From an optimization exercise on the open Yosys and OpenROAD flow, aimed at small area; shortcuts taken in it are not production practice.
Function was checked by simulation only, so behaviour that the tests miss may differ from the original.
No driver is modelled on the clock port, so clocking that relies on it looks cheaper here than on a real chip.

red:
==> flow/design.v (excerpt) <==
module hexapod(
    input CLK,
    input rst,
    output zu11,
    output zu12,
    output zu13,
    output zu21,
    output zu22,
    output zu23,
    output zu31,
    output zu32,
    output zu33,
    output zu41,
    output zu42,
    output zu43,
    output zu51,
    output zu52,
    output zu53,
    output zu61,
    output zu62,
    output zu63,
    output [2:0] servo_en
    );
Size in the first run: about 150 cells after synthesis, roughly 0.0014 sq mm of cells after synthesis.
Settings: LEC_CHECK=0, CAP_MARGIN=20, CORE_AREA=2 2 60 60, DIE_AREA=0 0 62 62, SLEW_MARGIN=20; clock period 20.0 ns.
standard.sh (not shown) runs the stock make flow with config.mk's settings and CLKGATE_MAP_FILE= SYNTH_SCRIPT=/design/flow/synth_recipe.tcl, a recipe that flattens the netlist after the stock synthesis.
==> flow/flow/run.sh <==
#!/bin/bash
# The standard layout (standard.sh, ORFS) with changes aimed at cell
# area:
#  1. after the standard synthesis, its combinational logic is mapped again
#     by ABC with an area script (resyn.tcl, area.abc; two rounds of four
#     seeds, the smallest kept); flip-flops and tie cells keep their
#     instances, names and types;
#  2. 1x port buffers;
#  3. before CTS, logic cells moved to their smallest drive strength and the
#     clock sinks split over three buffers fed by the clock port (TritonCTS
#     then skips those nets).
# Each tool's output is in flow_synth.log, flow.log, resyn_*.log and
# orfs/logs/.
set -euo pipefail
export BUFFER_PORTS_ARGS="-buffer_cell sky130_fd_sc_hd__buf_1"
export CTS_ARGS="-sink_clustering_enable -dont_use_dummy_load"
export PRE_CTS_TCL=$PWD/flow/pre_cts.tcl
bash standard.sh synth > flow_synth.log 2>&1
R=$PWD/orfs/results/$FLOW_PLATFORM/hexapod/base
P=$FLOW_HOME/platforms/$FLOW_PLATFORM
cp $R/1_2_yosys.v $R/1_2_yosys_standard.v
export RESYN_LIB=$P/lib/sky130_fd_sc_hd__tt_025C_1v80.lib
export RESYN_KEEP="$(grep -o 'sky130_fd_sc_hd__df[a-z0-9_]*\|sky130_fd_sc_hd__conb_1' $R/1_2_yosys_standard.v | sort -u | tr '\n' ' ')"
export RESYN_DONT_USE="$(sed -n '/DONT_USE_CELLS += /,/^$/p' $P/config.mk | grep -o 'sky130_fd_sc_hd__[a-z0-9_]*' | tr '\n' ' ')"
YOSYS=$(dirname $FLOW_HOME)/tools/install/yosys/bin/yosys
# Two rounds of four ABC runs with different seeds; the second round
# starts from the first round's smallest result. The smallest result of all
# is used.
resyn_round() {  # $1: input netlist, $2: first seed, $3: round name
  for k in 0 1 2 3; do
    local seed=$(($2 + k))
    sed "s/&deepsyn -T 30/\&deepsyn -T 40 -S $seed/" flow/area.abc > area_$3_$seed.abc
    RESYN_IN=$1 RESYN_SCRIPT=$PWD/area_$3_$seed.abc RESYN_OUT=$R/1_2_yosys_$3_$seed.v \
      $YOSYS -c flow/resyn.tcl > resyn_$3_$seed.log 2>&1 &
  done
  wait
  for k in 0 1 2 3; do
    local seed=$(($2 + k))
    local a=$(grep "Chip area for top module" resyn_$3_$seed.log | grep -o "[0-9.]*$" || true)
    echo "$3 seed $seed: $a" >> resyn_pick.log
    [[ -n "$a" ]] || continue
    if [[ -z "$best" ]] || awk -v a="$a" -v b="$barea" 'BEGIN { exit !(a < b) }'; then
      best=$R/1_2_yosys_$3_$seed.v; barea=$a
    fi
  done
  # keep the top module only
  awk '/^module hexapod\(/{p=1} p{print} p&&/^endmodule/{p=0}' $best > $R/1_2_yosys_best.v
  echo "best so far: $best $barea" >> resyn_pick.log
}
best=""; barea=""
resyn_round $R/1_2_yosys_standard.v 1 r1
cp $R/1_2_yosys_best.v $R/1_2_yosys_r1best.v
resyn_round $R/1_2_yosys_r1best.v 5 r2
cp $R/1_2_yosys_best.v $R/1_2_yosys.v
touch $R/1_2_yosys.v
bash standard.sh finish > flow.log 2>&1
==> flow/flow/downsize.tcl <==
# Swap every logic cell to the smallest-area cell of the same family
# (same function and pins, other drive strength).
proc area_downsize {} {
  set db [ord::get_db]
  set block [ord::get_db_block]
  set n 0
  foreach inst [$block getInsts] {
    set m [$inst getMaster]
    set name [$m getName]
    if {![regexp {^(sky130_fd_sc_hd__[a-z0-9]+)_([0-9]+)$} $name -> base drv]} { continue }
    if {[regexp {tap|fill|decap|conb|clkbuf|clkdly|dly|df|dl|sdf|edf|lpflow|probe} $base]} { continue }
    # leave drivers of large fanout as sized
    set fo 0
    foreach it [$inst getITerms] {
      if {[$it isOutputSignal] && [$it getNet] != "NULL"} { set fo [llength [[$it getNet] getITerms]] }
    }
    set best $m
    set barea [expr {[$m getWidth] * [$m getHeight]}]
    foreach d {0 1 2 4 6 8 12 16} {
      set c [$db findMaster ${base}_$d]
      if {$c == "NULL" || $c == ""} { continue }
      set a [expr {[$c getWidth] * [$c getHeight]}]
      # smallest area; among equal areas the strongest; large-fanout
      # drivers only move to a stronger cell of the same area
      if {$fo > 8 && $a > $barea} { continue }
      if {$fo > 8 && $a < $barea} { continue }
      if {$a <= $barea} { set best $c; set barea $a }
    }
    if {$best != $m} {
      replace_cell [$inst getName] [$best getName]
      incr n
    }
  }
  puts "area_downsize: swapped $n cells"
}
area_downsize
Other scripts of this flow, unchanged in this note and not shown: flow/flow/area.abc, flow/flow/clkbuf.tcl, flow/flow/pre_cts.tcl, flow/flow/resyn.tcl, flow/flow/tie.tcl
Here is what was changed in the inputs of green compared with red.
--- a/flow/flow/run.sh
+++ b/flow/flow/run.sh
@@ -4,3 +4,3 @@
 #  1. after the standard synthesis, its combinational logic is mapped again
-#     by ABC with an area script (resyn.tcl, area.abc; two rounds of four
+#     by ABC with an area script (resyn.tcl, area.abc; three rounds of four
 #     seeds, the smallest kept); flip-flops and tie cells keep their
@@ -25,4 +25,4 @@
 YOSYS=$(dirname $FLOW_HOME)/tools/install/yosys/bin/yosys
-# Two rounds of four ABC runs with different seeds; the second round
-# starts from the first round's smallest result. The smallest result of all
+# Three rounds of four ABC runs with different seeds; each round starts
+# from the smallest result so far. The smallest result of all
 # is used.
@@ -53,2 +53,4 @@
 resyn_round $R/1_2_yosys_r1best.v 5 r2
+cp $R/1_2_yosys_best.v $R/1_2_yosys_r2best.v
+resyn_round $R/1_2_yosys_r2best.v 9 r3
 cp $R/1_2_yosys_best.v $R/1_2_yosys.v
==> flow/flow/downsize.tcl <==
# Swap every logic cell to the smallest-area cell of the same family (same
# function and pins, other drive strength; inv and clkinv count as one
# family). Among cells of equal area the strongest is taken. Drivers of large
# fanout only move to a stronger cell of the same area.
proc area_downsize {} {
  set db [ord::get_db]
  set block [ord::get_db_block]
  set n 0
  foreach inst [$block getInsts] {
    set m [$inst getMaster]
    set name [$m getName]
    if {![regexp {^sky130_fd_sc_hd__([a-z0-9]+)_([0-9]+)$} $name -> base drv]} { continue }
    if {[regexp {tap|fill|decap|conb|clkbuf|clkdly|dly|df|dl|sdf|edf|lpflow|probe} $base]} { continue }
    set fo 0
    foreach it [$inst getITerms] {
      if {[$it isOutputSignal] && [$it getNet] != "NULL"} { set fo [llength [[$it getNet] getITerms]] }
    }
    set bases [list $base]
    if {$base eq "inv"} { lappend bases clkinv }
    if {$base eq "clkinv"} { lappend bases inv }
    set best $m
    set bdrv $drv
    set barea [expr {[$m getWidth] * [$m getHeight]}]
    set area0 $barea
    foreach b $bases {
      foreach d {0 1 2 4 6 8 12 16} {
        set c [$db findMaster sky130_fd_sc_hd__${b}_$d]
        if {$c == "NULL" || $c == ""} { continue }
        set a [expr {[$c getWidth] * [$c getHeight]}]
        if {$fo > 8 && $a != $area0} { continue }
        if {$a < $barea || ($a == $barea && $d > $bdrv)} { set best $c; set barea $a; set bdrv $d }
      }
    }
    if {$best != $m} {
      replace_cell [$inst getName] [$best getName]
      incr n
    }
  }
  puts "area_downsize: swapped $n cells"
}
area_downsize
Notes after the runs:
Least setup slack across all paths after layout (lower): green. Against red, green reports a layout cell share with drive strength beyond 1 that is lower. green against red: cell count after synthesis decreased by 4.5% relative to the old numbers; worst clock skew closely matched the old numbers. Comparing the two runs side by side, green comes out behind red on post-placement worst setup slack.

static timing again, ports no longer ideal:
The flow's constraints put no driver on any port. The routed layouts listed below were extracted and timed again, unchanged, in two steps. Step 1, drivers: a clkbuf_16 drives CLK and a buf_2 each remaining input, both assumed. Step 2 times the ports against the registers' clock, not the clock port: input delays grow and output delays shrink by t, the midpoint of the rising clock arrivals with the driver on. Slacks: ideal ports / drivers / drivers and shift; pairs: ideal ports / drivers.
run | t (ns) | setup WS [ns] | slew at the worst register clock pin (ns) | worst slew at a driven data input, ns
red | 0.161 | 13.832 / 13.799 / 13.959 | 0.09 / 0.09 | 0.03
green | 0.158 | 13.402 / 13.368 / 13.526 | 0.09 / 0.09 | 0.03
After both steps setup and hold are still met in every run listed.
